This is an optimization exercise on Yosys and OpenROAD, whose aim is small area, a short achievable clock period and few clock cycles, not a production implementation.
At most, simulation tests tie the RTL to the original design; equivalence was not proved.
Power and IR drop assume default switching activity.

Setup of old:
## task3
module task3(
    input [2:0] opcode,
    output reg done,
    output reg [23:0] out,
    input [7:0] in2,
    input [7:0] in1,
    input [7:0] in0,
    input clk,
    input rst
    );
Settings: LEC_CHECK=0, ABC_CLOCK_PERIOD_IN_PS=3000, CAP_MARGIN=20, CORE_MARGIN=2, CORE_UTILIZATION=40, SLEW_MARGIN=20; clock period 12.0 ns.
standard.sh (not shown) runs the stock make flow with config.mk's settings and CLKGATE_MAP_FILE= SYNTH_SCRIPT=/design/flow/synth_recipe.tcl, a recipe that flattens the netlist after the stock synthesis.
==> flow/flow/run.sh <==
#!/bin/bash
set -euo pipefail
cd "$(dirname "$0")/.."
bash standard.sh finish \
  SETUP_SLACK_MARGIN=6 \
  "BUFFER_PORTS_ARGS=-buffer_cell sky130_fd_sc_hd__buf_1" \
  > run_standard.log 2>&1
Testbench counts of old, summed over its fixed seeds: cycles 21,090.
What new does differently from old at the input level:
--- a/flow/design.v
+++ b/flow/design.v
@@ -61,29 +61,28 @@
             4'd7: fz = 11'd293;
             4'd8: fz = 11'd381;
             4'd9: fz = 11'd481;
             4'd10: fz = 11'd593;
             4'd11: fz = 11'd717;
             4'd12: fz = 11'd853;
             4'd13: fz = 11'd1001;
             4'd14: fz = 11'd1161;
             4'd15: fz = 11'd1333;
         endcase
     endfunction
-    reg [1:0] st;        
+    reg k1, k2, k3;      
     reg [7:0] areg;      
-    reg [7:0] breg;      
     wire op7 = (opcode == 3'd7);
     wire sub = (opcode == 3'd1);
-    wire [7:0] mx = (st == 2'd1) ? breg : (st == 2'd2) ? out[7:0] : out[23:16];
-    wire [7:0] mz = (st == 2'd3) ? out[15:8] : 8'd0;
+    wire [7:0] mx = k3 ? out[23:16] : out[7:0];
+    wire [7:0] mz = out[15:8] & {8{k3}};
     wire m_1;
     wire m_2;
     wire m_3;
     wire m_4;
     wire m_5;
     wire m_6;
     wire m_7;
     wire m_8;
     wire m_9;
     wire m_10;
     wire m_11;
@@ -278,31 +277,34 @@
     wire [12:0] s0 = op7 ? {2'b0, fx(in0[3:0])} : {5'd0, in0};
     wire [12:0] s1 = op7 ? ~{3'b0, gy(in1[3:0])} : sub ? {5'h1f, ~in1} : {5'd0, in1};
     wire [12:0] s2 = op7 ? {2'b0, fz(in2[3:0])} : (opcode == 3'd6) ? {5'd0, in2} : 13'd0;
     wire [12:0] sum = s0 + s1 + s2 + {12'd0, sub | op7};
     reg [23:0] res;
     always @* begin
         case (opcode)
             3'd0, 3'd6: res = {14'd0, sum[9:0]};
             3'd1:       res = {{14{sum[9]}}, sum[9:0]};
             3'd3:       res = {17'd0, in0[7:1]};
             3'd7:       res = {5'd0, {6{sum[12]}}, sum};
-            default:    res = (st == 2'd2) ? {out[15:8], prod}
-                            : (st == 2'd3) ? {prod, out[7:0]} : {8'd0, prod};
+            default:    res = k1 ? {8'd0, prod} : k2 ? {out[15:8], prod}
+                            : k3 ? {prod, out[7:0]} : {16'd0, opcode[2] ? in0 : in1};
         endcase
     end
     wire mul = (opcode == 3'd2) | (opcode == 3'd4) | (opcode == 3'd5);
-    wire last = !mul | ((opcode == 3'd5) ? (st == 2'd3) : (st == 2'd1));
+    wire last = !mul | ((opcode == 3'd5) ? k3 : k1);
     always @(posedge clk) begin
         areg <= in0;
-        breg <= opcode[2] ? in0 : in1;
         if (!rst) begin
             done <= 1'b0;
-            st <= 2'd0;
+            k1 <= 1'b0;
+            k2 <= 1'b0;
+            k3 <= 1'b0;
         end else if (!done) begin
             out <= res;
-            st <= st + 2'd1;
+            k1 <= !(k1 | k2 | k3);
+            k2 <= k1;
+            k3 <= k2;
             if (last)
                 done <= 1'b1;
         end
     end
 endmodule
Results
old and new all finish clean.
Lower number of instances resized during post-cts repair among old and new: old
The run with more routed wire is old, not new.
Against old, cell area after synthesis in new fell slightly.
Summary of new over old: met2 usage grew by 4.3 points; sequential fraction of total cell area went down by 2.1 points; post-route standard cell area excluding fillers flat.
Comparing old and new, fill cell instance count of the final layout is higher on old.
Going from old to new, worst IR drop on VDD shrank by 0.015 mV; net total in the final layout increased 5; growth of design area from synthesis to finish shows an increase of 1.4 points; global-route usage now larger; detailed-routing wirelength on met1 shrank by 5.5%.
new vs old, tightest slew margin relative to the limit went down by 8.3 points.
Function not checked in new: the RTL went through the layout flow alone.

---

before:
The RTL this note starts from:
==> flow/design.v <==
`timescale 1ns / 1ps
module task3(
    input [2:0] opcode,
    output reg done,
    output reg [23:0] out,
    input [7:0] in2,
    input [7:0] in1,
    input [7:0] in0,
    input clk,
    input rst
    );
    reg [2:0] st;    
    function [10:0] fx; input [3:0] v;
        case (v)
            4'd0: fx = 11'd0;
            4'd1: fx = 11'd13;
            4'd2: fx = 11'd36;
            4'd3: fx = 11'd69;
            4'd4: fx = 11'd112;
            4'd5: fx = 11'd165;
            4'd6: fx = 11'd228;
            4'd7: fx = 11'd301;
            4'd8: fx = 11'd384;
            4'd9: fx = 11'd477;
            4'd10: fx = 11'd580;
            4'd11: fx = 11'd693;
            4'd12: fx = 11'd816;
            4'd13: fx = 11'd949;
            4'd14: fx = 11'd1092;
            4'd15: fx = 11'd1245;
        endcase
    endfunction
    function [9:0] gy; input [3:0] v;
        case (v)
            4'd0: gy = 10'd0;
            4'd1: gy = 10'd1;
            4'd2: gy = 10'd10;
            4'd3: gy = 10'd27;
            4'd4: gy = 10'd52;
            4'd5: gy = 10'd85;
            4'd6: gy = 10'd126;
            4'd7: gy = 10'd175;
            4'd8: gy = 10'd232;
            4'd9: gy = 10'd297;
            4'd10: gy = 10'd370;
            4'd11: gy = 10'd451;
            4'd12: gy = 10'd540;
            4'd13: gy = 10'd637;
            4'd14: gy = 10'd742;
            4'd15: gy = 10'd855;
        endcase
    endfunction
    function [10:0] fz; input [3:0] v;
        case (v)
            4'd0: fz = 11'd13;
            4'd1: fz = 11'd17;
            4'd2: fz = 11'd33;
            4'd3: fz = 11'd61;
            4'd4: fz = 11'd101;
            4'd5: fz = 11'd153;
            4'd6: fz = 11'd217;
            4'd7: fz = 11'd293;
            4'd8: fz = 11'd381;
            4'd9: fz = 11'd481;
            4'd10: fz = 11'd593;
            4'd11: fz = 11'd717;
            4'd12: fz = 11'd853;
            4'd13: fz = 11'd1001;
            4'd14: fz = 11'd1161;
            4'd15: fz = 11'd1333;
        endcase
    endfunction
    wire sub = (opcode == 3'd1);
    wire [7:0] mb = (opcode == 3'd2) ? in1 : in0;
    wire lo = (st == 3'd0);
    wire sq = (st[2:1] == 2'd0);         
    wire [3:0] d = sq ? (lo ? mb[3:0] : mb[7:4]) : out[3:0];
    wire [7:0] z = lo ? 8'd0 : (sq ? out[11:4] : out[23:16]);
    wire [11:0] t = in0 * d + z;
    wire [9:0] sum = {2'b0, in0} + (sub ? {2'b11, ~in1} : {2'b0, in1})
                   + ((opcode == 3'd6) ? {2'b0, in2} : 10'd0) + {9'd0, sub};
    wire [12:0] f = {2'b0, fx(in0[3:0])} + {2'b0, fz(in2[3:0])} - {3'b0, gy(in1[3:0])};
    reg [23:0] res;
    always @* begin
        case (opcode)
            3'd0, 3'd6: res = {14'd0, sum};
            3'd1:       res = {{14{sum[9]}}, sum};
            3'd3:       res = {17'd0, in0[7:1]};
            3'd7:       res = {5'd0, {6{f[12]}}, f};
            default:    res = lo ? {12'd0, t} : sq ? {8'd0, t, out[3:0]} : {t, out[15:4]};
        endcase
    end
    wire last = (opcode == 3'd5) ? (st == 3'd5)
              : (opcode == 3'd2 || opcode == 3'd4) ? (st == 3'd1) : 1'b1;
    always @(posedge clk) begin
        if (!rst) begin
            done <= 1'b0;
            st <= 3'd0;
        end else if (!done) begin
            out <= res;
            st <= st + 3'd1;
            if (last)
                done <= 1'b1;
        end
    end
endmodule
Settings: LEC_CHECK=0, ABC_CLOCK_PERIOD_IN_PS=3000, CAP_MARGIN=20, CORE_MARGIN=2, CORE_UTILIZATION=40, SETUP_SLACK_MARGIN=5, SLEW_MARGIN=20; clock period 12.0 ns.
run.sh (not shown) runs the stock make flow with config.mk's settings and CLKGATE_MAP_FILE= SYNTH_SCRIPT=/design/flow/synth_recipe.tcl, a recipe that flattens the netlist after the stock synthesis.
Stock flow here: none of the scripts above is used.
No stage failed in before, and the final checks on the layout all came back clean.
Relative to before, the following input files were edited for after:
-- flow/design.v --
<<< before, line 10
    input rst
    );
    reg [2:0] st;    
    function [10:0] fx; input [3:0] v;
        case (v)
>>> after, line 10
    input rst
    );
    function [10:0] fx; input [3:0] v;
        case (v)
<<< before, line 71
        endcase
    endfunction
    wire sub = (opcode == 3'd1);
    wire [7:0] mb = (opcode == 3'd2) ? in1 : in0;
    wire lo = (st == 3'd0);
    wire sq = (st[2:1] == 2'd0);         
    wire [3:0] d = sq ? (lo ? mb[3:0] : mb[7:4]) : out[3:0];
    wire [7:0] z = lo ? 8'd0 : (sq ? out[11:4] : out[23:16]);
    wire [11:0] t = in0 * d + z;
    wire [9:0] sum = {2'b0, in0} + (sub ? {2'b11, ~in1} : {2'b0, in1})
                   + ((opcode == 3'd6) ? {2'b0, in2} : 10'd0) + {9'd0, sub};
    wire [12:0] f = {2'b0, fx(in0[3:0])} + {2'b0, fz(in2[3:0])} - {3'b0, gy(in1[3:0])};
    reg [23:0] res;
    always @* begin
        case (opcode)
            3'd0, 3'd6: res = {14'd0, sum};
            3'd1:       res = {{14{sum[9]}}, sum};
            3'd3:       res = {17'd0, in0[7:1]};
            3'd7:       res = {5'd0, {6{f[12]}}, f};
            default:    res = lo ? {12'd0, t} : sq ? {8'd0, t, out[3:0]} : {t, out[15:4]};
        endcase
    end
    wire last = (opcode == 3'd5) ? (st == 3'd5)
              : (opcode == 3'd2 || opcode == 3'd4) ? (st == 3'd1) : 1'b1;
    always @(posedge clk) begin
        if (!rst) begin
            done <= 1'b0;
            st <= 3'd0;
        end else if (!done) begin
            out <= res;
            st <= st + 3'd1;
            if (last)
                done <= 1'b1;
        end
>>> after, line 70
        endcase
    endfunction
    reg [1:0] ph;    
    wire op7 = (opcode == 3'd7);
    wire sub = (opcode == 3'd1);
    reg [7:0] mx;
    always @*
        case (ph)
            2'd1:    mx = out[7:0];
            2'd2:    mx = out[23:16];
            default: mx = (opcode == 3'd2) ? in1 : in0;
        endcase
    wire [7:0] mz = (ph == 2'd2) ? out[15:8] : 8'd0;
    wire [15:0] prod = mx * in0 + mz;
    wire [12:0] s0 = op7 ? {2'b0, fx(in0[3:0])} : {5'd0, in0};
    wire [12:0] s1 = op7 ? ~{3'b0, gy(in1[3:0])} : sub ? {5'h1f, ~in1} : {5'd0, in1};
    wire [12:0] s2 = op7 ? {2'b0, fz(in2[3:0])} : (opcode == 3'd6) ? {5'd0, in2} : 13'd0;
    wire [12:0] sum = s0 + s1 + s2 + {12'd0, sub | op7};
    reg [23:0] res;
    always @* begin
        case (opcode)
            3'd0, 3'd6: res = {14'd0, sum[9:0]};
            3'd1:       res = {{14{sum[9]}}, sum[9:0]};
            3'd3:       res = {17'd0, in0[7:1]};
            3'd7:       res = {5'd0, {6{sum[12]}}, sum};
            3'd5:       res = (ph == 2'd1) ? {out[15:8], prod}
                            : (ph == 2'd2) ? {prod, out[7:0]} : {8'd0, prod};
            default:    res = {8'd0, prod};
        endcase
    end
    always @(posedge clk) begin
        if (!rst) begin
            done <= 1'b0;
            ph <= 2'd0;
        end else if (!done) begin
            out <= res;
            if (opcode == 3'd5 && ph != 2'd2)
                ph <= ph + 2'd1;
            else
                done <= 1'b1;
        end
## What came out
Between after and before, it is after whose flip-flop and latch count is lower, by 1. Fraction of layout cells with a size suffix above 1 ends up higher on after. after against before: worst-margin pin slew went up by 450 ps, core occupancy in the finished layout went up by 3.5 points. Chip width of after exceeds that of before by a few percent. Diff before -> after: worst setup slack dropped 440 ps, total global-route track usage climbed 1.3 points. Of before and after, the run reporting the lower total power was before. Clock-buffer cell count came out exactly the same in before and after. Cell count after placement: before and after compared, lower one is before. In the route summary, after ends up with a via count exceeding that of before. On fraction of cell area in non-clock buffers: between before and after, it ends up lower for before.
Function was not checked in any run of this note: the RTL went through the layout flow alone.

## port drivers added, routing unchanged
No port has a modelled driver above. Below, the same layouts with a new extraction and two added sets of constraints.
Step 1: set_driving_cell puts a clkbuf_16 on clk and a buf_2 on each other input, an assumption about the parent block.
Step 2, shift: input delay + t, output delay - t, t = (earliest + latest rising clock arrival at the registers) / 2. This alone moves slack from input paths to output paths.
a / b / c = ideal / step 1 / step 2; a / b = the first two.
| run | t (ns) | setup slack, ns | clock arrival spread, ns | slew at the worst register clock pin (ns) | cell pins on the clock port's net |
|---|---|---|---|---|---|
| old | 0.315 | 6.222 / 6.235 / 5.920 | 0.004 / 0.004 | 0.06 / 0.06 | 1 |
| new | 0.309 | 6.149 / 6.159 / 5.849 | 0.006 / 0.007 | 0.06 / 0.06 | 1 |
| before | 0.300 | 5.097 / 5.082 / 4.782 | 0.002 / 0.002 | 0.07 / 0.07 | 1 |
| after | 0.288 | 4.657 / 4.648 / 4.359 | 0.002 / 0.003 | 0.07 / 0.07 | 1 |
After both steps setup and hold are still met in every run listed. For before, which loses most, drivers alone change the setup slack by -0.015 ns; drivers and shift together by -0.315 ns.
